Background: an optimization exercise with open tools, aiming at small area, a short achievable clock period and few clock cycles per item. Do not read the settings as production practice. Function was checked by simulation only, so behaviour that the tests miss may differ from the original. No activity file was given, so power comes from the tool's default toggle rates.

==> flow/design.v, too long to show whole: its modules and the start of the top module <==
// module SNN: 2034 lines
// module FA: 4 lines
module SNN(
	input clk,
	input rst_n,
	input in_valid,
	input [7:0] img,
	input [7:0] ker,
	input [7:0] weight,
	output reg out_valid,
	output reg [9:0] out_data
);
  // ...
==> flow/flow/run.sh <==
#!/bin/bash
set -euo pipefail
export BUFFER_PORTS_ARGS="-buffer_cell sky130_fd_sc_hd__buf_4"
export SETUP_SLACK_MARGIN=10.6
bash standard.sh > standard_flow.log 2>&1
==> flow/standard.sh <==
#!/bin/bash
# synth_recipe.tcl (not shown) runs the flow's synth.tcl, then flattens the netlist and writes it again
# the make line also repeats each setting of config.mk as NAME=value (left out here)
make -C /OpenROAD-flow-scripts/flow DESIGN_CONFIG=/design/flow/config.mk WORK_HOME=/design/flow/orfs CLKGATE_MAP_FILE= SYNTH_SCRIPT=/design/flow/synth_recipe.tcl "${@:-finish}"
==> flow/config.mk <==
export PLATFORM = sky130hd
export DESIGN_NAME = SNN
export DESIGN_NICKNAME = SNN
export VERILOG_FILES = /design/flow/design.v
export SDC_FILE = /design/flow/constraint.sdc
export NUM_CORES = 4
export LEC_CHECK = 0
export CAP_MARGIN = 20
export CORE_MARGIN = 2
export CORE_UTILIZATION = 55
export SLEW_MARGIN = 20
export SYNTH_HIERARCHICAL = 1
==> flow/constraint.sdc <==
create_clock -name core_clock -period 15.0 [get_ports {clk}]
set_input_delay 3.0000 -clock core_clock [delete_from_list [all_inputs] [get_ports {clk}]]
set_output_delay 3.0000 -clock core_clock [all_outputs]
set_load 0.01 [all_outputs]
==> results.toml, run 1 <==
[critical_path]
cp_num_buf_inv = 0
reg2reg_setup_slack_ns = 10.68
startpoint = "sr7[4]"
cp_max_fo = 9

[power_and_ir_drop]
clkPwrFrac_pct = 15.7
powerDensity_nw_per_um2 = 234.7
p_seq_mw = 2.05

[drt]
routed.top_layer = "met5"
ant_nets = 0

[hold_path]
holdPathStages = 0
worstHoldEndpoint = "sr9[4]"
min_from = "sr8[4]"

[timing]
worst_pin_slew_ns = 1.047
layout_min_cycle_time_ns = 4.322
maxSlewHeadroom_pct = 30.21
rsz0062_at_grt = "yes"
max_freq_mhz = 231.4
fin_ws_ns = 10.68

[logic_synthesis]
synth_edf_count = 162
synth_compound_area_share_pct = 3.523
yosys.area.top_type = "fa_1"
syn_area_um2 = 34280
yosysTopAreaCellShare_pct = 41.00
synth_adder_area_share_pct = 45.67

[global_route]
grt_pass1_wl_um = 129500
grt-busiest-layer = "met2"

[cts]
clk_latency_ns = 0.65

[floorplanning]
io_pins = 38

[finish]
area_growth_pct = 9.268
diodes = 2
nNetsFinal = 3715
n_all_buffers = 68
top_regs = "r2a (20), r3a (20)"

[job]
cap_violations = 0

[outcome]
status = "complete, no violations"
Testbench counts, summed over its fixed seeds: cycles 25,920, items 320.
==> inputs of run 2 (changes only) <==
--- a/flow/design.v
+++ b/flow/design.v
@@ -42,21 +42,23 @@
 	if (s == 7'd5) k6 <= ker;
 	if (s == 7'd6) k7 <= ker;
 	if (s == 7'd7) k8 <= ker;
 	if (idle0) w0 <= weight;
 	if (first) w1 <= weight;
 	if (s == 7'd1) w2 <= weight;
 	if (s == 7'd2) w3 <= weight;
 end
-reg [19:0] r1a, r1b, r2a, r2b, r3a, r3b;
+reg [17:0] r1a, r1b;
+reg [18:0] r2a, r2b;
+reg [19:0] r3a, r3b;
 reg [7:0] opa, opb, ka, kb, kc;
 reg fcz;
-wire [19:0] r2ga = {r2a[19:1] | {19{fcz}}, r2a[0] & ~fcz};
-wire [19:0] r2gb = r2b | {20{fcz}};
+wire [18:0] r2ga = {r2a[18:1] | {18{fcz}}, r2a[0] & ~fcz};
+wire [18:0] r2gb = r2b | {19{fcz}};
 wire t1_pp0_0_0 = ~(sr12[0] & k0[0]);
 wire t1_pp0_0_1 = ~(sr12[0] & k0[1]);
 wire t1_pp0_0_2 = ~(sr12[0] & k0[2]);
 wire t1_pp0_0_3 = ~(sr12[0] & k0[3]);
 wire t1_pp0_0_4 = ~(sr12[0] & k0[4]);
 wire t1_pp0_0_5 = ~(sr12[0] & k0[5]);
 wire t1_pp0_0_6 = ~(sr12[0] & k0[6]);
 wire t1_pp0_0_7 = ~(sr12[0] & k0[7]);
@@ -407,18 +409,18 @@
 wire t1_321, t1_322; FA ut1_321 (t1_292, t1_293, t1_251, t1_321, t1_322);
 wire t1_323, t1_324; FA ut1_323 (t1_294, t1_295, t1_255, t1_323, t1_324);
 wire t1_325, t1_326; FA ut1_325 (t1_296, t1_297, t1_259, t1_325, t1_326);
 wire t1_327, t1_328; FA ut1_327 (t1_298, t1_299, t1_263, t1_327, t1_328);
 wire t1_329, t1_330; FA ut1_329 (t1_300, t1_301, t1_267, t1_329, t1_330);
 wire t1_331, t1_332; FA ut1_331 (t1_302, t1_303, t1_271, t1_331, t1_332);
 wire t1_333, t1_334; FA ut1_333 (t1_304, t1_305, t1_275, t1_333, t1_334);
 wire t1_335, t1_336; FA ut1_335 (t1_306, t1_274, t1_276, t1_335, t1_336);
-wire [19:0] t1_a = {1'b1, 1'b1, 1'b1, t1_336, t1_334, t1_332, t1_330, t1_328, t1_326, t1_324, t1_322, t1_320, t1_318, t1_316, t1_314, t1_312, t1_310, t1_308, t1_307, t1_277};
-wire [19:0] t1_b = {1'b1, 1'b1, 1'b1, 1'b1, t1_335, t1_333, t1_331, t1_329, t1_327, t1_325, t1_323, t1_321, t1_319, t1_317, t1_315, t1_313, t1_311, t1_309, 1'b1, 1'b0};
+wire [17:0] t1_a = {1'b1, t1_336, t1_334, t1_332, t1_330, t1_328, t1_326, t1_324, t1_322, t1_320, t1_318, t1_316, t1_314, t1_312, t1_310, t1_308, t1_307, t1_277};
+wire [17:0] t1_b = {1'b1, 1'b1, t1_335, t1_333, t1_331, t1_329, t1_327, t1_325, t1_323, t1_321, t1_319, t1_317, t1_315, t1_313, t1_311, t1_309, 1'b1, 1'b0};
 wire t2_pp0_0_0 = ~(sr7[0] & k3[0]);
 wire t2_pp0_0_1 = ~(sr7[0] & k3[1]);
 wire t2_pp0_0_2 = ~(sr7[0] & k3[2]);
 wire t2_pp0_0_3 = ~(sr7[0] & k3[3]);
 wire t2_pp0_0_4 = ~(sr7[0] & k3[4]);
 wire t2_pp0_0_5 = ~(sr7[0] & k3[5]);
 wire t2_pp0_0_6 = ~(sr7[0] & k3[6]);
 wire t2_pp0_0_7 = ~(sr7[0] & k3[7]);
@@ -802,20 +804,18 @@
 wire t2_387, t2_388; FA ut2_387 (t2_352, t2_353, t2_317, t2_387, t2_388);
 wire t2_389, t2_390; FA ut2_389 (t2_354, t2_355, t2_321, t2_389, t2_390);
 wire t2_391, t2_392; FA ut2_391 (t2_356, t2_357, t2_325, t2_391, t2_392);
 wire t2_393, t2_394; FA ut2_393 (t2_358, t2_359, t2_329, t2_393, t2_394);
 wire t2_395, t2_396; FA ut2_395 (t2_360, t2_361, t2_333, t2_395, t2_396);
 wire t2_397, t2_398; FA ut2_397 (t2_362, t2_363, r1b[15], t2_397, t2_398);
 wire t2_399, t2_400; FA ut2_399 (t2_364, t2_365, 1'b1, t2_399, t2_400);
 wire t2_401, t2_402; FA ut2_401 (t2_366, r1a[17], r1b[17], t2_401, t2_402);
-wire t2_403, t2_404; FA ut2_403 (r1a[18], r1b[18], 1'b1, t2_403, t2_404);
-wire t2_405, t2_406; FA ut2_405 (r1a[19], r1b[19], 1'b1, t2_405, t2_406);
-wire [19:0] t2_a = {t2_404, t2_402, t2_400, t2_398, t2_396, t2_394, t2_392, t2_390, t2_388, t2_386, t2_384, t2_382, t2_380, t2_378, t2_376, t2_374, t2_372, t2_370, t2_368, t2_367};
-wire [19:0] t2_b = {t2_405, t2_403, t2_401, t2_399, t2_397, t2_395, t2_393, t2_391, t2_389, t2_387, t2_385, t2_383, t2_381, t2_379, t2_377, t2_375, t2_373, t2_371, t2_369, 1'b1};
+wire [18:0] t2_a = {t2_402, t2_400, t2_398, t2_396, t2_394, t2_392, t2_390, t2_388, t2_386, t2_384, t2_382, t2_380, t2_378, t2_376, t2_374, t2_372, t2_370, t2_368, t2_367};
+wire [18:0] t2_b = {1'b1, t2_401, t2_399, t2_397, t2_395, t2_393, t2_391, t2_389, t2_387, t2_385, t2_383, t2_381, t2_379, t2_377, t2_375, t2_373, t2_371, t2_369, 1'b1};
 wire t3_pp0_0_0 = ~(opa[0] & ka[0]);
 wire t3_pp0_0_1 = ~(opa[0] & ka[1]);
 wire t3_pp0_0_2 = ~(opa[0] & ka[2]);
 wire t3_pp0_0_3 = ~(opa[0] & ka[3]);
 wire t3_pp0_0_4 = ~(opa[0] & ka[4]);
 wire t3_pp0_0_5 = ~(opa[0] & ka[5]);
 wire t3_pp0_0_6 = ~(opa[0] & ka[6]);
 wire t3_pp0_0_7 = ~(opa[0] & ka[7]);
@@ -1200,19 +1200,18 @@
 wire t3_389, t3_390; FA ut3_389 (t3_354, t3_355, t3_321, t3_389, t3_390);
 wire t3_391, t3_392; FA ut3_391 (t3_356, t3_357, t3_325, t3_391, t3_392);
 wire t3_393, t3_394; FA ut3_393 (t3_358, t3_359, t3_329, t3_393, t3_394);
 wire t3_395, t3_396; FA ut3_395 (t3_360, t3_361, t3_333, t3_395, t3_396);
 wire t3_397, t3_398; FA ut3_397 (t3_362, t3_363, r2gb[15], t3_397, t3_398);
 wire t3_399, t3_400; FA ut3_399 (t3_364, t3_365, 1'b1, t3_399, t3_400);
 wire t3_401, t3_402; FA ut3_401 (t3_366, r2ga[17], r2gb[17], t3_401, t3_402);
 wire t3_403, t3_404; FA ut3_403 (r2ga[18], r2gb[18], 1'b1, t3_403, t3_404);
-wire t3_405, t3_406; FA ut3_405 (r2ga[19], r2gb[19], 1'b1, t3_405, t3_406);
 wire [19:0] t3_a = {t3_404, t3_402, t3_400, t3_398, t3_396, t3_394, t3_392, t3_390, t3_388, t3_386, t3_384, t3_382, t3_380, t3_378, t3_376, t3_374, t3_372, t3_370, t3_368, t3_367};
-wire [19:0] t3_b = {t3_405, t3_403, t3_401, t3_399, t3_397, t3_395, t3_393, t3_391, t3_389, t3_387, t3_385, t3_383, t3_381, t3_379, t3_377, t3_375, t3_373, t3_371, t3_369, 1'b1};
+wire [19:0] t3_b = {1'b1, t3_403, t3_401, t3_399, t3_397, t3_395, t3_393, t3_391, t3_389, t3_387, t3_385, t3_383, t3_381, t3_379, t3_377, t3_375, t3_373, t3_371, t3_369, 1'b1};
 always @(posedge clk) begin
 	r1a <= t1_a; r1b <= t1_b;
 	r2a <= t2_a; r2b <= t2_b;
 	r3a <= t3_a; r3b <= t3_b;
 end
 reg [11:0] ys_n;
 reg [7:0] qs;
 reg [7:0] gs;
@@ -1968,20 +1967,20 @@
 wire [7:0] pm1_nx = (pv1 && (pfirst || qs > pm1)) ? qs : pm1;
 wire [7:0] pm3_nx = (pv3 && (pfirst || qs > pm3)) ? qs : pm3;
 always @(posedge clk) begin
 	if (pv0) pm0 <= (pfirst || qs > pm0) ? qs : pm0;
 	pm1 <= pm1_nx;
 	if (pv2) pm2 <= (pfirst || qs > pm2) ? qs : pm2;
 	pm3 <= pm3_nx;
 end
-wire fcl = (s == 7'd29) || (s == 7'd30) || (s == 7'd38) || (s == 7'd39) ||
-           (s == 7'd65) || (s == 7'd66) || (s == 7'd74) || (s == 7'd75);
+wire fcl = (s == 7'd29) || (s == 7'd36) || (s == 7'd38) || (s == 7'd39) ||
+           (s == 7'd65) || (s == 7'd72) || (s == 7'd74) || (s == 7'd75);
 wire fc_row1 = (s == 7'd38) || (s == 7'd39) || (s == 7'd74) || (s == 7'd75);
-wire fc_odd = (s == 7'd30) || (s == 7'd39) || (s == 7'd66) || (s == 7'd75);
+wire fc_odd = (s == 7'd36) || (s == 7'd39) || (s == 7'd72) || (s == 7'd75);
 always @(posedge clk) begin
 	fcz <= fcl;
 	if (fcl) begin
 		opa <= fc_row1 ? pm2 : pm0;
 		opb <= fc_row1 ? pm3_nx : pm1_nx;
 		ka <= fc_odd ? w1 : w0;
 		kb <= fc_odd ? w3 : w2;
 		kc <= 8'd0;
@@ -1990,41 +1989,39 @@
 		opb <= sr0;
 		ka <= k6;
 		kb <= k7;
 		kc <= k8;
 	end
 end
 reg [7:0] gq0, gq1, gq2, gq3;
 reg [9:0] dacc;
-wire g_v_n = (s == 7'd31) || (s == 7'd32) || (s == 7'd40) || (s == 7'd41) ||
-             (s == 7'd67) || (s == 7'd68) || (s == 7'd76) || (s == 7'd77);
-reg g_v, g_img1, g_first, fin;
+wire ins_n = (s == 7'd31) || (s == 7'd38) || (s == 7'd40) || (s == 7'd41);
+wire acc_n = (s == 7'd67) || (s == 7'd74) || (s == 7'd76) || (s == 7'd77);
+reg g_ins, g_img1, g_first, fin;
 always @(posedge clk or negedge rst_n) begin
 	if (!rst_n) begin
-		g_v <= 1'b0; g_img1 <= 1'b0; g_first <= 1'b0; fin <= 1'b0;
+		g_ins <= 1'b0; g_img1 <= 1'b0; g_first <= 1'b0; fin <= 1'b0;
 	end else begin
-		g_v <= g_v_n;
-		g_img1 <= g_v_n && (s >= 7'd67) && (s != IDLE);
+		g_ins <= ins_n;
+		g_img1 <= acc_n;
 		g_first <= (s == 7'd67);
 		fin <= (s == 7'd77);
 	end
 end
 wire [9:0] dbase = g_first ? 10'd0 : dacc;
 wire [9:0] dp = dbase + {2'd0, gq0} - {2'd0, gs};
 wire [9:0] dm = dbase + {2'd0, gs} - {2'd0, gq0};
 wire dge = gq0 >= gs;
 wire [9:0] dnew = dge ? dp : dm;
 wire big_p = dp[9:4] != 6'd0;
 wire big_m = dm[9:4] != 6'd0;
 wire dbig = dge ? big_p : big_m;
 always @(posedge clk) begin
-	if (g_v) begin
-		gq0 <= gq1; gq1 <= gq2; gq2 <= gq3; gq3 <= gs;
-	end
+	gq0 <= gq1; gq1 <= gq2; gq2 <= gq3; gq3 <= g_ins ? gs : gq0;
 	if (g_img1) dacc <= dnew;
 end
 always @(posedge clk or negedge rst_n) begin
 	if (!rst_n) begin
 		out_valid <= 1'b0;
 		out_data <= 10'd0;
 	end else begin
 		out_valid <= fin;
==> run 2 against run 1 <==
Compared with the run above: first-iteration DRC count is 15% higher; design area fell by 0.92%; die area fell by 0.81%; critical endpoint is now r2b[9]; largest power group unchanged; core utilization is 0.22 points lower; register-to-register slack about the same; routed wire length increased by 0.47%.
==> results.toml, run 2 <==
[outcome]
status = "complete, no violations"

[cts]
clk_latency_ns = 0.65
cts_max_path_buffers = 3
cts_buffers = 54
cts_tree = "done"
cts.clk_slew.worst_paths_ns = 0.06
cts.sinks = 484
hold_buffers = 0
cts-root-buf = "clkbuf_16"
htreeDepth = 2

[global_route]
grt_max_degree = 43
grt_use_total_pct = 27.18
antenna_found_initial = 1
grt_pass1_wl_um = 129500
grt_pass1_vias = 22656
overflow = 0

[timing]
drv_slew = 0
fin_hold_ws_ns = 0.3253
clock_skew_ns = 0.05207
tns_ns = 0
post-route-period-util_pct = 28.81
fin_ws_ns = 10.68
layout_min_cycle_time_ns = 4.322
rsz0062_at_grt = "yes"
maxSlewHeadroom_pct = 28.55
max_freq_mhz = 231.4
hold_viol = 0
timing.final.setup_violations = 0
worst_pin_slew_ns = 1.072

[critical_path]
end_kind = "flop"
required_ns = 15.48
cp_max_fo = 9
startpoint = "sr7[5]"
critPathKind = "flop to flop"
cp-start-kind = "flop"
crit_arrival_ns = 4.80
rr_startpoint = "sr7[5]"

[drt]
wl_per_cell_um = 22.40
avgViaCountPerCell = 5.493
vias = 20339
drt-pass1-iter-count = 5
routed_wirelength_um = 82960
drc = 0
drt-initial-drc-count = 1457
ant_nets = 0

[logic_synthesis]
synth_warnings = 7
yosysMostFrequentCell = "fa_1"
ys_types = 70
yosysSeqAreaShare_pct = 32.69
synth_edf_count = 130
yosys-top-cells-area = "fa_1, dfxtp_1, edfxtp_1, nand2_1, ha_1"
synth_area_per_cell_um2 = 11.94
yosysTopAreaCellShare_pct = 41.16
syn_area_um2 = 34000
syn_inst = 2846
ys_ff_latch = 484
async_flop_share_pct = 4.752
synth-main-ff-cell = "dfxtp_1"
synth_commonest_cells = "fa_1, nand2_1, dfxtp_1"
yosys.area.top_type = "fa_1"

[power_and_ir_drop]
power_mw = 9.432
peakVddDrop_uv = 175.1
powerDensity_nw_per_um2 = 254.2
cellLeakagePower_nw = 14.81

[place]
hpwl_um = 67340
numPlacedInstances = 3578
place_ws_ns = 10.42
gp_congestion = 0.9489
port_buffers = 37

[finish]
diodes = 0
regMostFlops = "r3a"
final_common_cell = "fa_1"
top_regs = "r3a (20), r2a (19), r3b (18)"
mostFrequentLayoutCells = "fa_1, nand2_1, dfxtp_1, inv_1, edfxtp_1"
nNetsFinal = 3721
drive_above_1_share_pct = 10.13
area_growth_pct = 9.161
largest_reg_flops = 20
final_cells = 3703

[floorplanning]
start_util_pct = 55.39
rows = 91
core_um2 = 61370
io_pins = 38
dieHeight_um = 252.6
die-area_um2 = 63810
die_w_um = 252.6

[hold_path]
min_path_type = "flop to flop"
min_from = "sr3[4]"

[job]
cap_violations = 0
run 2: what timing repair did:
| action | 4_1_cts | 5_1_grt |
|---|---|---|
| pin swaps | 0 | 1 |
| endpoints found under the setup margin | 11 | 42 |
| gates resized for setup | 7 | 45 |
| buffers inserted | 0 | 23 |
run 2: per-module statistics from Yosys (local to each module, per instance):
module	cells inside	area (µm²)	times used
SNN	2175	20560	1
FA	1	20.02	671
run 2: cell families (layout without fill, tap and decap cells):
group	Yosys count	count (layout)	share of synthesized area (%)
and+or+nand+nor	863	863	10.80
adders and majority gates	827	827	45.87
DFF	484	484	32.69
buffers and inverters	389	385	4.306
AOI/OAI and AO/OA	205	205	4.082
muxes	40	40	1.292
xor gates and xnor gates	36	36	0.9275
other	2	73	0.02209
run 2: power breakdown:
part / switching [mW] / internal (mW)
Combinational: 3.24 / 2.70
Sequential: 0.339 / 1.75
Clock: 0.580 / 0.818
run 2: worst paths after layout:
check                               to  slack, ns  depth (start not counted)
setup / recovery                r2b[9]      10.68                          8
hold / removal                  sr4[4]       0.33                          0
setup reg to reg                r2b[9]      10.68                          8
hold reg to reg                 sr4[4]       0.33                          0
max in group asynchronous  out_data[0]      12.42                          1
min in group asynchronous        vld_r       2.26                          1
run 2: area by class of cell:
type / count / area, µm²
fillers: 4922 / 24260
multi-input cells: 2044 / 21720
flip-flops and latches: 484 / 11170
clock buffers: 76 / 1582
well taps: 790 / 988.4
inverters: 221 / 829.5
repair buffers: 62 / 465.4
clock inverters: 26 / 352.8
run 2: per-stage QoR:
| step | cell area [µm²] | util (%) |
|---|---|---|
| CTS | 36860 | 60.06 |
| global placement | 34910 | 56.89 |
| detailed placement | 34910 | 56.89 |
| global route | 37110 | 60.47 |
| finish | 37110 | 60.47 |
| floorplan | 34260 | - |
run 2: metal layers:
layer / part of all wire, % / vias up / track usage [%]
met5: 0 / - / 0
li1: - / 8865 / -
met2: 52 / 596 / 47.98
met4: 2.9 / 0 / 7.980
met3: 4.6 / 133 / 3.429
met1: 41 / 10745 / 35.32
run 2: critical path, cell delays in order, from the launching register on:
cell and delay [ns]:
dfxtp_1 0.59, nand2_1 0.17, fa_1 0.52, fa_1 0.56
fa_1 0.47, fa_1 0.48, fa_1 0.51, fa_1 0.43
fa_1 0.45
Testbench counts of run 2, summed over its fixed seeds: cycles 25,920, items 320.

## what the ideal ports hide
In the flow no input, the clock included, has a driving cell. The finished layouts below were timed again as built, in two steps.
Step 1: set_driving_cell puts a clkbuf_16 on clk and a buf_2 on each other input, an assumption about the parent block.
Step 2 also shifts input and output timing later by t, the mid clock arrival at the registers, as if the neighbouring blocks saw the same clock.
Three values: no drivers, after step 1, after step 2; two values: the first two.
run | t (ns) | setup WS [ns] | clock arrival spread, ns
run 1 | 0.677 | 10.678 / 10.678 / 10.678 | 0.073 / 0.074
run 2 | 0.682 | 10.679 / 10.679 / 10.679 | 0.055 / 0.055
After both steps every run listed still meets setup and hold.
